What follows belongs to an exercise in optimizing a design on an open flow for small area, a short achievable clock period and few clock cycles; a production flow would make more cautious choices.
Function was checked by simulation only, so behaviour that the tests miss may differ from the original.
No activity file was given, so power comes from the tool's default toggle rates.

## design.v

```verilog
module SPU(
  clk,
  rst,
  i_start,
  i_op,
  i_dest,
  i_imm,
  i_strAlocation,
  i_strBlocation,
  i_mem_data,
  o_mem_addr,
  o_sreg_data,
  o_sreg_addr,
  o_sreg_we,
  o_done,
  o_mem_re
);
input clk, rst, i_start;
input [3:0] i_op, i_dest;
input [7:0] i_imm;
input [31:0] i_strAlocation, i_strBlocation;
input [127:0] i_mem_data;
output o_done;
output o_sreg_we;
output [3:0] o_sreg_addr;
output [31:0] o_mem_addr, o_sreg_data;
output o_mem_re;
localparam INIT  = 3'd0;
localparam IDLE  = 3'd1;
localparam WAIT  = 3'd2;
reg done;
reg nxtjob, start_job, rst_done, set_done, en_waitCounter, clr_waitCounter;
reg [2:0] state, nxstate;
wire instr_full, instr_empty, minWait_done, core1_done;
reg [3:0] operation, destination;
reg [7:0] immediate;
reg [31:0] strAloc, strBloc;
wire [79:0] fifo_in, fifo_out;
reg prev_done;
assign o_done = done & !prev_done;
always @(posedge clk or posedge rst) begin
    if (rst)
      prev_done <= 1'b0;
    else
      prev_done <= done;
end
always @(posedge clk or posedge rst) begin
    if (rst)
      start_job <= 1'b0;
    else if(i_start)
      start_job <= 1'b1;
    else 
      start_job <= 1'b0;
end
always @(posedge clk or posedge rst) begin
    if (rst)
      operation <= 4'd0;
    else
      operation <= i_op;
end
always @(posedge clk or posedge rst) begin
    if (rst)
      immediate <= 8'd0;
    else
      immediate <= i_imm;
end
always @(posedge clk or posedge rst) begin
    if (rst)
      destination <= 4'd0;
    else
      destination <= i_dest;
end
always @(posedge clk or posedge rst) begin
    if (rst)
      strAloc <= 32'd0;
    else
      strAloc <= i_strAlocation;
end
always @(posedge clk or posedge rst) begin
    if (rst)
      strBloc <= 32'd0;
    else
      strBloc <= i_strBlocation;
end
SPUCore core1 (
  .clk(clk),
  .rst(rst),
  .i_start(start_job),
  .i_op(operation),
  .i_dest(destination),
  .i_imm(immediate),
  .i_strAlocation(strAloc),
  .i_strBlocation(strBloc),
  .i_mem_data(i_mem_data),
  .o_mem_addr(o_mem_addr),
  .o_mem_re(o_mem_re),  
  .o_sreg_data(o_sreg_data),
  .o_sreg_addr(o_sreg_addr),
  .o_sreg_we(o_sreg_we),
  .o_done(core1_done)
);
UpCounter #(.LIMIT(2), .MAXBITS(2)) waitcounter (
  .clk(clk),
  .rst(rst),
  .i_en(en_waitCounter),
  .i_clear(clr_waitCounter),
  .o_value(),
  .o_done(minWait_done)
);
always @(posedge clk or posedge rst) begin
	if (rst)
		done <= 1'b0;
	else if (set_done || core1_done)
		done <= 1'b1;
	else if (rst_done)
		done <= 1'b0;
end
always @(posedge clk or posedge rst) begin
	if (rst)
		state <= INIT;
	else
		state <= nxstate;
end
always @(*) begin
	nxstate = state;
	nxtjob = 1'b0;
	set_done = 1'b0;
	rst_done = 1'b0;
	en_waitCounter = 1'b0;
	clr_waitCounter = 1'b0;
	case (state)
		INIT: begin
			nxstate = IDLE;
			set_done = 1'b1;
		end
		IDLE: begin
			if (i_start && done) begin
				nxstate = WAIT;
				nxtjob = 1'b1;
				rst_done = 1'b1;
				clr_waitCounter = 1'b1;
			end
		end
		WAIT: begin
			en_waitCounter = 1'b1;
			if (minWait_done) begin
				nxstate = IDLE;
			end
		end
		default: begin
			nxstate = INIT;
		end
	endcase
end
endmodule
module SPUCore (
  clk,
  rst,
  i_start,
  i_op,
  i_dest,
  i_imm,
  i_strAlocation,
  i_strBlocation,
  i_mem_data,
  o_mem_addr,
  o_mem_re,
  o_sreg_data,
  o_sreg_addr,
  o_sreg_we,
  o_done
);
input clk, rst, i_start;
input [3:0] i_op, i_dest;
input [7:0] i_imm;
input [31:0] i_strAlocation, i_strBlocation;
input [127:0] i_mem_data;
output reg o_done, o_mem_re, o_sreg_we;
output [3:0] o_sreg_addr;
output signed [31:0] o_sreg_data;
output reg [31:0] o_mem_addr;
localparam IDLE   = 3'd0;
localparam FTCHA  = 3'd1;
localparam FTCHB  = 3'd2;
localparam STRT   = 3'd3;
localparam WORK   = 3'd4;
localparam RSLT   = 3'd5;
localparam FTCHA2 = 3'd6;
localparam STRLEN  = 4'd0;
localparam STRCMP  = 4'd1;
localparam STRCHR  = 4'd2;
localparam STRRCHR = 4'd3;
localparam STRCCHR = 4'd4;
localparam STRSTR  = 4'd5;
localparam STRLST  = 4'd5;
localparam ADDRINCAMT = 32'd16;
reg noNullMatches;
reg [2:0] state;
reg [2:0] nxstate;
reg [3:0] operation;
reg [3:0] destination;
reg [7:0] immediate;
reg [31:0] strAloc;
reg [31:0] strBloc;
reg [31:0] strCounter;
reg [31:0] strChunks;
reg [127:0] stringB;
reg [255:0] stringA;
wire [4:0] zpenc_out;
wire [4:0] mpenc_out;
wire [4:0] zcnt_out;
wire [4:0] penc_out;
wire [4:0] zerospenc_out;
reg start_job, save_instr, working;
reg save_stringA, save_stringB, zero_stringB, load_stringB, shift_stringA, append_stringA, save_stringA2;
reg inc_strAloc, inc_strBloc, clr_strCounter, inc_strCounter, neg_strCounter, set_strCounter;
reg inc_strChunks, clr_strChunks;
reg return_strCmp, return_strCounter;
reg [7:0] searchChr;
reg [31:0] penc_value;
reg [31:0] amt_inc_strCounter;
reg [31:0] amt_strCounter;
wire cmpr_done, cmpr_strAgte;
wire [15:0] cmpr_out;
wire [15:0] cmpr_zerosA;
wire [15:0]  cmpr_zerosB;
Comparator cmpr (
   .clk(clk),
   .rst(rst),
   .i_set(working),
   .i_stringA(stringA[127:0]),
   .i_stringB(stringB),
   .i_NullNeverMatches(noNullMatches),
   .o_result(cmpr_out),
   .o_zerosA(cmpr_zerosA),
   .o_zerosB(cmpr_zerosB),
   .o_greater(cmpr_strAgte),
   .o_done(cmpr_done)
);
reg clr_strALenCounter, en_strALenCounter;
wire strAFetch, strASave;
wire [3:0] strALenCounter_val;
UpCounter #(.LIMIT(15), .MAXBITS(4)) strALenCounter (
	.clk(clk),
	.rst(rst),
	.i_en(en_strALenCounter),
	.i_clear(clr_strALenCounter),
	.o_value(strALenCounter_val),
	.o_done()
);
assign strAFetch = strALenCounter_val == 4'd14;
assign strASave  = strALenCounter_val == 4'd15;
assign o_sreg_data = (return_strCounter ? strCounter : 
					return_strCmp	 ? (cmpr_strAgte ? {16'd0, (~cmpr_out)+1} : {16'd0, cmpr_out}) :
									   {16'd0, cmpr_out});
assign o_sreg_addr = destination;
reg chunkA_has_null;
integer k;
always @(*) begin
	chunkA_has_null = 1'b0;
	for (k = 0; k < 16; k = k + 1)
		if (stringA[8*k +: 8] == 8'h00) chunkA_has_null = 1'b1;
end
assign isComparedAllZeros = (|cmpr_out) == 1'b0;
assign isComparedAllOnes = (&cmpr_out) == 1'b1;
assign isAllNullStrA = (&cmpr_zerosA) == 1'b1;
assign isAllNullStrB = (&cmpr_zerosB) == 1'b1;
assign isNullInStrA = (|cmpr_zerosA) != 1'b0;
assign isNullInStrB = (|cmpr_zerosB) != 1'b0;
always @(posedge clk or posedge rst) begin
	if (rst)
		noNullMatches <= 1'b0;
	else if (operation == STRSTR) begin
		noNullMatches <= 1'b1;
	end
	else begin
		noNullMatches <= 1'b0;
	end
end
always @(posedge clk or posedge rst) begin
	if (rst)
		strCounter <= 32'd0;
	else if (set_strCounter)
		strCounter <= amt_strCounter;
	else if (inc_strCounter)
		strCounter <= strCounter + amt_inc_strCounter;
	else if (neg_strCounter)
		strCounter <= {32{1'b1}};
	else if (clr_strCounter)
		strCounter <= 32'd0;
end
always @(posedge clk or posedge rst) begin
	if (rst)
		strChunks <= 32'd0;
	else if (inc_strChunks)
		strChunks <= strChunks + 32'd16;
	else if (clr_strChunks)
		strChunks <= 32'd0;
end
always @(posedge clk or posedge rst) begin
	if (rst)
		strAloc <= 32'd0;
	else if (save_instr)
		strAloc <= i_strAlocation;
	else if (inc_strAloc)
		strAloc <= strAloc + ADDRINCAMT;
end
always @(posedge clk or posedge rst) begin
	if (rst)
		strBloc <= 32'd0;
	else if (save_instr)
		strBloc <= i_strBlocation;
	else if (inc_strBloc)
		strBloc <= strBloc + ADDRINCAMT;
end
always @(posedge clk or posedge rst) begin
	if (rst) begin
		operation <= 4'd0;
		destination <= 4'd0;
		immediate <= 8'd0;
	end
	else if (save_instr) begin
		operation <= i_op;
		destination <= i_dest;
		immediate <= i_imm;
	end
end
always @(posedge clk or posedge rst) begin
	if (rst)
		working <= 1'b0;
	else if (start_job)
		working <= 1'b1;
	else if (o_done)
		working <= 1'b0;
end
always @(posedge clk or posedge rst) begin
	if (rst)
		stringA <= 128'd0;
	else if (save_stringA)
		stringA <= {{16{8'hff}}, i_mem_data};
	else if (save_stringA2)
		stringA <= {i_mem_data, stringA[127:0]};
	else if (shift_stringA)
		stringA <= {8'hff, stringA[255:8]};
	else if (append_stringA)
		stringA <= {i_mem_data, stringA[135:8]};
end
always @(posedge clk or posedge rst) begin
	if (rst)
		stringB <= 128'd0;
	else if (save_stringB)
		stringB <= i_mem_data;
	else if (zero_stringB)
		stringB <= 128'd0;
	else if (load_stringB)
		stringB <= {16{searchChr}};
end
PriorityEnc #(.WIDTH(16)) penc (
	.in(cmpr_out),
	.out(penc_out)
);
ZeroPriorityEnc #(.WIDTH(16)) zpenc (
	.in(cmpr_out),
	.out(zpenc_out)
);
ZeroPriorityEnc #(.WIDTH(16)) zzpenc (
	.in(~cmpr_zerosB),
	.out(zerospenc_out)
);
MSBZeroPriorityEnc #(.WIDTH(16)) mpenc (
	.in(cmpr_out),
	.out(mpenc_out)
);
ZeroCounter #(.WIDTH(16)) zcnt (
	.in(cmpr_out),
	.out(zcnt_out)
);
always @(*) begin
	nxstate = state;
	start_job = 1'b0;
	o_mem_addr = strAloc + ADDRINCAMT;
	o_mem_re = 1'b0;
	o_sreg_we = 1'b0;
	return_strCounter = 1'b0;
	return_strCmp = 1'b0;
	save_stringA = 1'b0;
	save_stringB = 1'b0;
	zero_stringB = 1'b0;
	load_stringB = 1'b0;
	shift_stringA = 1'b0;
	append_stringA = 1'b0;
	save_stringA2 = 1'b0;
	searchChr = 8'h00;
	save_instr = 1'b0;
	inc_strAloc = 1'b0;
	inc_strBloc = 1'b0;
	inc_strCounter = 1'b0;
	amt_inc_strCounter = 32'd16;
	clr_strCounter = 1'b0;
	neg_strCounter = 1'b0;
	set_strCounter = 1'b0;
	clr_strChunks = 1'b0;
	inc_strChunks = 1'b0;
	penc_value = 16'd0;
	clr_strALenCounter = 1'b0;
	en_strALenCounter = 1'b0;
	amt_strCounter = 32'd0;
	o_done = 1'b0;
	case (state)
		IDLE: begin
			if (i_start && i_op <= STRLST) begin
				nxstate = FTCHA;
				save_instr = 1'b1;
				o_mem_addr = i_strAlocation;
				o_mem_re = 1'b1;
				if (i_op == STRRCHR || i_op == STRSTR) begin
					clr_strChunks = 1'b1;
					neg_strCounter = 1'b1;
					clr_strALenCounter = 1'b1;
				end
				else begin
					clr_strCounter = 1'b1;
					clr_strALenCounter = 1'b1;
				end
			end
		end
		FTCHA: begin
			save_stringA = 1'b1;
			case (operation)
				STRLEN: begin
					nxstate = STRT;
					zero_stringB = 1'b1;
					start_job = 1'b1;
				end
				STRCMP: begin
					nxstate = FTCHB;
					o_mem_addr = strBloc;
					o_mem_re = 1'b1;
				end
				STRCHR: begin
					nxstate = STRT;
					searchChr = immediate;
					load_stringB = 1'b1;
					start_job = 1'b1;
				end
				STRRCHR: begin
					nxstate = STRT;
					searchChr = immediate;
					load_stringB = 1'b1;
					start_job = 1'b1;
				end
				STRCCHR: begin
					nxstate = STRT;
					searchChr = immediate;
					load_stringB = 1'b1;
					start_job = 1'b1;
				end
				STRSTR: begin
					nxstate = FTCHB;
					o_mem_addr = strBloc;
					o_mem_re = 1'b1;
					start_job = 1'b1;
				end
				default: nxstate = IDLE;
			endcase
		end
		FTCHB: begin
			if (operation == STRSTR && !chunkA_has_null) begin
				nxstate = FTCHA2;
				save_stringB = 1'b1;
				inc_strAloc = 1'b1;
				o_mem_re = 1'b1;
			end
			else begin
				nxstate = STRT;
				save_stringB = 1'b1;
				start_job = 1'b1;
			end
		end
		FTCHA2: begin
			nxstate = STRT;
			save_stringA2 = 1'b1;
		end
		STRT: begin
			nxstate = WORK;
		end
		WORK: begin
			nxstate = WORK;
			case (operation)
				STRLEN: begin
					if (isAllNullStrA) begin	    
						nxstate = RSLT;
					end
					else if (!isNullInStrA) begin   
						nxstate = FTCHA;
						inc_strAloc = 1'b1;
						o_mem_re = 1'b1;
						inc_strCounter = 1'b1;
					end
					else begin					  
						nxstate = RSLT;
						amt_inc_strCounter = {28'd0, zpenc_out};
						inc_strCounter = 1'b1;
					end
				end
				STRCMP: begin
					if (isNullInStrA || isNullInStrB) begin   
						nxstate = RSLT;
					end
					else if (!isComparedAllZeros) begin	   
						nxstate = RSLT;
					end
					else begin							    
						nxstate = FTCHA;
						inc_strAloc = 1'b1;
						inc_strBloc = 1'b1;
						o_mem_re = 1'b1;
					end
				end
				STRCHR: begin
					if (!isComparedAllOnes) begin
						nxstate = RSLT;
						amt_inc_strCounter = {28'd0, zpenc_out};
						inc_strCounter = 1'b1;
					end
					else if (!isNullInStrA) begin   
						nxstate = FTCHA;
						inc_strAloc = 1'b1;
						o_mem_re = 1'b1;
						inc_strCounter = 1'b1;
					end
					else begin					  
						nxstate = RSLT;
						neg_strCounter = 1'b1;
					end
				end
				STRRCHR: begin
					if (!isComparedAllOnes) begin
						amt_strCounter = {16'd0, mpenc_out} + strChunks;
						set_strCounter = 1'b1;
					end
					if (!isNullInStrA) begin   
						nxstate = FTCHA;
						inc_strAloc = 1'b1;
						o_mem_re = 1'b1;
						inc_strChunks = 1'b1;
					end
					else begin					  
						nxstate = RSLT;
					end
				end
				STRCCHR: begin
					if (!isComparedAllOnes) begin
						amt_inc_strCounter = {27'd0, zcnt_out};
						inc_strCounter = 1'b1;
					end
					if (!isNullInStrA) begin   
						nxstate = FTCHA;
						inc_strAloc = 1'b1;
						o_mem_re = 1'b1;
					end
					else begin					  
						nxstate = RSLT;
					end
				end
				STRSTR: begin  
					if (isAllNullStrA) begin  
						nxstate = RSLT;
						neg_strCounter = 1'b1;
					end
					else if (isAllNullStrB) begin
						nxstate = RSLT;  
					end
					else if (!cmpr_out[0] && zerospenc_out == penc_out) begin  
						nxstate = RSLT;
						if (strCounter == {32{1'b1}}) begin
							amt_strCounter = {16'd0, zpenc_out}; 
							set_strCounter = 1'b1;
						end
					end
					else if (!isComparedAllZeros) begin
						shift_stringA = 1'b1;
						inc_strCounter = 1'b1;
						amt_inc_strCounter = 32'd1;
						if (!isNullInStrA) begin
							en_strALenCounter = 1'b1;
							if (strAFetch) begin  
								inc_strAloc = 1'b1;
								o_mem_re = 1'b1;
							end
							else if (strASave) begin
								shift_stringA = 1'b0;
								append_stringA = 1'b1;
							end
						end
					end
					else begin
						nxstate = RSLT;
						neg_strCounter = 1'b1;
					end
				end
				default: nxstate = IDLE;
			endcase
		end
		RSLT: begin
			o_done = 1'b1;
			o_sreg_we = 1'b1;
			nxstate = IDLE;
			if (operation == STRCMP) begin
				return_strCmp = 1'b1;
			end
			else begin
				return_strCounter = 1'b1;
			end
		end
		default: nxstate = IDLE;
	endcase
end
always @(posedge clk or posedge rst) begin
	if (rst)
		state <= IDLE;
	else
		state <= nxstate;
end
endmodule
module Comparator (
   clk,
   rst,
   i_set,
   i_stringA, 
   i_stringB,
   i_NullNeverMatches,
   o_result,
   o_zerosA,
   o_zerosB,
   o_greater,
   o_done
);
   input clk, rst;
   input i_set, i_NullNeverMatches;
   input [127:0] i_stringA, i_stringB;
   output reg [15:0] o_result, o_zerosA, o_zerosB;
   output reg o_done, o_greater;
   wire [15:0] compare, zerosA, zerosB, greater;
   wire [127:0] bitsA, bitsB;
   always @(posedge clk, posedge rst) begin
      if (rst)
		o_greater <= 1'b0;
      else if (i_set)
		o_greater <= |greater;
   end
   always @(posedge clk, posedge rst) begin
      if (rst)
		o_result <= 16'h0000;
      else if (i_set)
		o_result <= compare;
   end
   always @(posedge clk, posedge rst) begin
      if (rst)
		o_zerosA <= 16'h0000;
      else if (i_set)
		o_zerosA <= ~zerosA;
   end
   always @(posedge clk, posedge rst) begin
      if (rst)
		o_zerosB <= 16'h0000;
      else if (i_set)
		o_zerosB <= ~zerosB;
   end
   always @(posedge clk, posedge rst) begin
      if (rst)
		o_done <= 1'b0;
      else if (i_set)
		o_done <= 1'b1;
      else
		o_done <= 1'b0;
   end
   assign bitsA[7:0] = i_stringA[7:0];
   assign bitsB[7:0] = i_stringB[7:0];
   assign zerosA[0] = |(i_stringA[7:0]);
   assign zerosB[0] = |(i_stringB[7:0]);
   assign compare[0] = ((i_NullNeverMatches && bitsB[7:0] == 8'h00) ? 1'b1 : |(bitsA[7:0] ^ bitsB[7:0]));
   assign greater[0] = (bitsA[7:0] < bitsB[7:0]);
   genvar index;
   generate 
      for (index = 1; index < 16; index = index + 1) begin : gen_cmpr
		assign bitsA[(8*(index+1)-1):(8*index)] = ( (bitsA[(8*(index)-1):(8*(index-1))] != 8'h0) ? i_stringA[(8*(index+1)-1):(8*index)] : 8'h00 );
		assign bitsB[(8*(index+1)-1):(8*index)] = ( (bitsB[(8*(index)-1):(8*(index-1))] != 8'h0) ? i_stringB[(8*(index+1)-1):(8*index)] : 8'h00 );
		assign zerosA[index] = |(bitsA[(8*(index+1)-1):(8*index)]);
		assign zerosB[index] = |(bitsB[(8*(index+1)-1):(8*index)]);
		assign compare[index] = ((i_NullNeverMatches && bitsB[(8*(index+1)-1):(8*index)] == 8'h00) ? 1'b1 : |(bitsA[(8*(index+1)-1):(8*index)] ^ bitsB[(8*(index+1)-1):(8*index)]));
        assign greater[index] = (bitsA[(8*(index+1)-1):(8*index)] < bitsB[(8*(index+1)-1):(8*index)]);
      end
   endgenerate
endmodule
module PriorityEnc (
  in,
  out
);
  parameter WIDTH = 16;
  input [(WIDTH-1):0] in; 
  output reg [(
   (WIDTH <= 2) ? 1 : 
   (WIDTH <= 4) ? 2 : 
   (WIDTH <= 8) ? 3 : 
   (WIDTH <= 16) ? 4 : 
   (WIDTH <= 32) ? 5 : 
   (WIDTH <= 64) ? 6 : 
   (WIDTH <= 128) ? 7 : 
   -1):0] out;
  integer i;
  always @(*) begin
    out = 0;  
    for (i = (WIDTH-1); i >= 0; i = i-1)
        if (in[i]) out = i;
  end
endmodule
module ZeroPriorityEnc (
  in,
  out
);
  parameter WIDTH = 16;
  input [(WIDTH-1):0] in; 
  output reg [(
   (WIDTH <= 2) ? 1 : 
   (WIDTH <= 4) ? 2 : 
   (WIDTH <= 8) ? 3 : 
   (WIDTH <= 16) ? 4 : 
   (WIDTH <= 32) ? 5 : 
   (WIDTH <= 64) ? 6 : 
   (WIDTH <= 128) ? 7 : 
   -1):0] out;
  integer i;
  always @(*) begin
    out = 0;  
    for (i = (WIDTH-1); i >= 0; i = i-1)
        if (!in[i]) out = i;
  end
endmodule
module MSBZeroPriorityEnc (
  in,
  out
);
  parameter WIDTH = 16;
  input [(WIDTH-1):0] in; 
  output reg [(
   (WIDTH <= 2) ? 1 : 
   (WIDTH <= 4) ? 2 : 
   (WIDTH <= 8) ? 3 : 
   (WIDTH <= 16) ? 4 : 
   (WIDTH <= 32) ? 5 : 
   (WIDTH <= 64) ? 6 : 
   (WIDTH <= 128) ? 7 : 
   -1):0] out;
  integer i;
  always @(*) begin
    out = 0;  
    for (i = 0; i <= (WIDTH-1); i = i+1)
        if (!in[i]) out = i;
  end
endmodule
module ZeroCounter (
  in,
  out
);
  parameter WIDTH = 16;
  input [(WIDTH-1):0] in; 
  output reg [(
   (WIDTH <= 2) ? 1 : 
   (WIDTH <= 4) ? 2 : 
   (WIDTH <= 8) ? 3 : 
   (WIDTH <= 16) ? 4 : 
   (WIDTH <= 32) ? 5 : 
   (WIDTH <= 64) ? 6 : 
   (WIDTH <= 128) ? 7 : 
   -1):0] out;
  integer i;
  always @(*) begin
    out = 0;  
    for (i = 0; i <= (WIDTH-1); i = i+1)
        out = out + ~in[i];
  end
endmodule
module UpCounter (
  clk,
  rst,
  i_en,
  i_clear,
  o_value,
  o_done
);
	parameter LIMIT	  = 16'hFFFF;
	parameter MAXBITS = 16;
	input clk, rst, i_en, i_clear;
	output reg [MAXBITS-1:0] o_value;
	output o_done;
	assign o_done = (o_value >= LIMIT);
	always @(posedge clk or posedge rst) begin
    		if (rst)
        		o_value <= {(MAXBITS){1'b0}};
    		else if (i_clear)
        		o_value <= {(MAXBITS){1'b0}};
    		else if (i_en)
        		o_value <= o_value + 1'b1;
	end
endmodule
```

## run.sh

```bash
#!/bin/bash
# synth_recipe.tcl (not shown) runs the flow's synth.tcl, then flattens the netlist and writes it again
# the make line also repeats each setting of config.mk as NAME=value (left out here)
make -C /OpenROAD-flow-scripts/flow DESIGN_CONFIG=/design/flow/config.mk WORK_HOME=/design/flow/orfs CLKGATE_MAP_FILE= SYNTH_SCRIPT=/design/flow/synth_recipe.tcl finish
```

## config.mk

```make
export PLATFORM = sky130hd
export DESIGN_NAME = SPU
export DESIGN_NICKNAME = SPU
export VERILOG_FILES = /design/flow/design.v
export SDC_FILE = /design/flow/constraint.sdc
export NUM_CORES = 4
export LEC_CHECK = 0
export CAP_MARGIN = 20
export CORE_MARGIN = 2
export CORE_UTILIZATION = 40
export SLEW_MARGIN = 40
```

## constraint.sdc

```tcl
create_clock -name core_clock -period 8.0 [get_ports {clk}]
set_input_delay 1.6000 -clock core_clock [delete_from_list [all_inputs] [get_ports {clk}]]
set_output_delay 1.6000 -clock core_clock [all_outputs]
set_load 0.01 [all_outputs]
```

==> run notes <==
WL met2=59,000 um; final setup vio count=0; Finished Layout Cells=5,780; post_cts resized=0; CP max-delay cell=fa_1; nets=4,836; die width=310 um; share of cells above drive strength 1=4.98%; clock latency on the worst-skew pair=0.65 ns; average size of a mapped cell=8.64 um^2; Post-Place Cells=5,633; met1 WL=55,700 um; Setup Buffers After CTS=0; register bit total from synthesis=669; Power Dens Cells=389 nW/um^2; Worst Setup SP=core1.cmpr.o_result[12]; WP depth=20; synth warn=15; Via Count=33.5k; R2R Path Start=core1.cmpr.o_result[12]; Max VDD drop=0.000204 V; Req. time, crit path=8.52 ns; crit path max fanout=10; Clock Sinks=669; I/O Pins=282; remaining global-route overflow=0; DR DRC count=0; Worst Setup End Kind=flop; Least-Margin Pin Slew=0.882 ns; Final Hold Viols=0; number of global-route vias before repair=31.7k; Final Util=47.3%; Post-DP HPWL=88,200 um; top sig layer=met5; largest family of logic cells by synthesized area=simple AND/OR/NAND/NOR gates; fmax=0.158 GHz; maxcap violations=0; r2r setup slk=1.68 ns; number of synthesized flops with an enable pin=0; Post-Synth Adder-Cell Area=5.71%; initial antenna violation count=7; CP delay by family, top=adder cells; R2R Path End=core1.strCounter[26]; worst-path cell chain=inv_1 -> fa_1 -> fa_1 -> fa_1 -> fa_1 -> ha_1 -> fa_1 -> a21o_1 -> a21oi_1 -> nand2_1 -> a41oi_1 -> o21ai_0 -> ha_1 -> a21boi_0 -> o211ai_1 -> nor4_1 -> and2_1 -> o31ai_1 -> a211oi_1 -> a211oi_1; synthesized area=37,400 um^2; DR vias/cell=5.79; Antenna Nets Post-Route=0; fraction of the cycle the final worst path needs=79.0%; CTS Hold Bufs=0; largest net degree at the start of global routing=134; TritonCTS clock tree=built; Final Skew=0.0244 ns; core area=93,000 um^2; Critical Path AT=6.83 ns; reg2reg path depth=20; Max Slew Vio Count=0; H-Tree Depth=3; CP Launch Type=flop; commonest non-fill, non-tap cell in the layout=nand2_1; WL per Instance=22.1 um; unrepaired setup endpoints after global routing=false; Initial Utilization=40.2%; Final Critical Period=6.32 ns; CTS Buf Count=80; Post-Synth Simple-Gate Area=24.7%; num rows=112; Clock transition at path regs=0.06 ns; Compound-Gate Fraction of Synth Area=14.9%; clock buffer depth=3; crit path to=core1.strCounter[26]; Die Y=310 um; worst hold margin=0.433 ns; WL met3=8570 um; most used cell, CP=fa_1; Worst Setup Path Type=reg2reg; root buf cell=clkbuf_16; Unique masters post-synth=69; total power=17.1 mW; Total Routing Usage GR=26.3%; IO Port Bufs=281; Post-synth ARST share=100%; xor and xnor area share after synthesis=2.39%; Mapped Nets=4,706; register area share after synthesis=44.8%; critical path's largest stage delay=0.57 ns; leakage=19.7 nW; area grow syn2layout=17.8%; proportion of synthesized area in mux cells=3.32%; RePlAce Congestion=0.930; first-pass GRT wire length=196,000 um; Top FF cell, synth=dfrtp_1; Syn Inst Count=4,331; final wirelength=128,000 um; die area=96,000 um^2; commonest non-fill, non-tap cells in the layout=nand2_1 (777), dfrtp_1 (668), nor2_1 (402), nand3_1 (355), a31oi_1 (286); Slew headroom=41.0%; status=complete, no violations; CP bufs+invs=1; TritonRoute pass-1 iters=7; Hold Crit Class=reg2reg; 1st-iter DRT viols=3,467
how the worst min path moves through the flow:
stage	startpoint	endpoint	slack (ns)	cells past startpoint
after floorplan	done	prev_done	0.40	0
after global placement	strBloc[3]	core1.strBloc[3]	0.42	2
after detailed placement	strBloc[2]	core1.strBloc[2]	0.42	2
after CTS	strBloc[2]	core1.strBloc[2]	0.44	2
after global routing	strBloc[2]	core1.strBloc[2]	0.46	2
final	strBloc[3]	core1.strBloc[3]	0.43	2
power by group:
part	internal, mW	switching [mW]
sequential	4.67	1.38
clock	2.36	1.52
combinational	2.92	4.29
total	9.95	7.19
metal layers:
metal / GRT usage (%) / up-vias
met1: 36.7 / 16300
met3: 3.97 / 247
met5: 0 / -
met4: 9.09 / 4
li1: - / 15700
met2: 41.7 / 1239
synthesized netlist by cell type, types with 40 or more instances:
library cell | instances | area (um^2)
mux2i_1 | 122 | 1220
dfrtp_1 | 669 | 16700
nand3_1 | 355 | 1780
nor3_1 | 41 | 205
and3_1 | 86 | 538
nand2_1 | 779 | 2920
nor2_1 | 404 | 1520
o21ai_0 | 188 | 941
and2_1 | 87 | 544
inv_1 | 69 | 259
ha_1 | 153 | 1910
xnor2_1 | 59 | 517
a31oi_1 | 286 | 1790
nand4_1 | 54 | 338
a22oi_1 | 40 | 300
a21o_1 | 44 | 330
nor4_1 | 89 | 557
xor2_1 | 43 | 377
clkbuf_1 | 231 | 867
a21oi_1 | 139 | 696
sequential cells by signal, indices dropped and copies added (netlist names), 8 cells and up:
signal and count:
core1.stringA 256, core1.stringB 128, core1.strAloc 32, core1.strBloc 32
core1.strCounter 32, strAloc 32, strBloc 32, core1.strChunks 28
core1.cmpr.o_result 16, core1.cmpr.o_zerosA 16, core1.cmpr.o_zerosB 16, core1.immediate 8
immediate 8
cell families (layout without fill, tap and decap cells):
logic type / after synthesis / in the layout
other: 1 / 7
flip-flops: 669 / 669
XOR/XNOR: 102 / 102
AO/OA/AOI/OAI: 887 / 887
AND/OR/NAND/NOR: 2015 / 2015
buffers and inverters: 369 / 558
adder cells (fa/ha/maj): 164 / 164
multiplexers: 124 / 124
worst register-to-register path, stage by stage, from the launching register on:
cell	delay [ns]
dfrtp_1	0.52
inv_1	0.19
fa_1	0.56
fa_1	0.52
fa_1	0.57
fa_1	0.43
ha_1	0.24
fa_1	0.41
a21o_1	0.17
a21oi_1	0.15
nand2_1	0.07
a41oi_1	0.20
o21ai_0	0.16
ha_1	0.35
a21boi_0	0.34
o211ai_1	0.29
nor4_1	0.47
and2_1	0.20
o31ai_1	0.06
a211oi_1	0.21
a211oi_1	0.08
cell type report:
class                      count  area (um^2)
sequential                   669        16700
timing repair buffer         348         3470
antenna                        6         15.0
fill                        9034        49000
clock inverter                20          385
clock buffer                 121         2400
inverter                      69          263
tap                         1254         1570
multi-input combinational   3293        19200
metrics by stage:
stage | worst slack (ns) | setup TNS (ns) | area [um^2]
after floorplan | -2.75 | -1838.66 | 37400
after global placement | 1.82 | 0 | 41100
after detailed placement | 1.81 | 0 | 41200
after CTS | 1.74 | 0 | 44000
after global routing | 1.31 | 0 | 44000
final | 1.68 | 0 | 44100
Testbench counts, summed over its fixed seeds: cycles 34,534.

[static timing again, ports no longer ideal]
Ports are ideal in the flow. The routed layout listed here was re-timed in OpenROAD.
Step 1 assumes that a clkbuf_16 drives the clock port and a buf_2 every other input.
Step 2, shift: input delay + t, output delay - t, t = (earliest + latest rising clock arrival at the registers) / 2. This alone moves slack from input paths to output paths.
a / b / c = ideal ports / drivers / drivers and shift; a / b = the first two.
shift t [ns]: 0.705
setup slack, ns: 1.683 / 1.675 / 1.683
worst setup path at the end: register to register
After both steps setup and hold are still met in this run. The setup slack of this run moves by -0.008 ns with the drivers and by 0.000 ns with both steps.
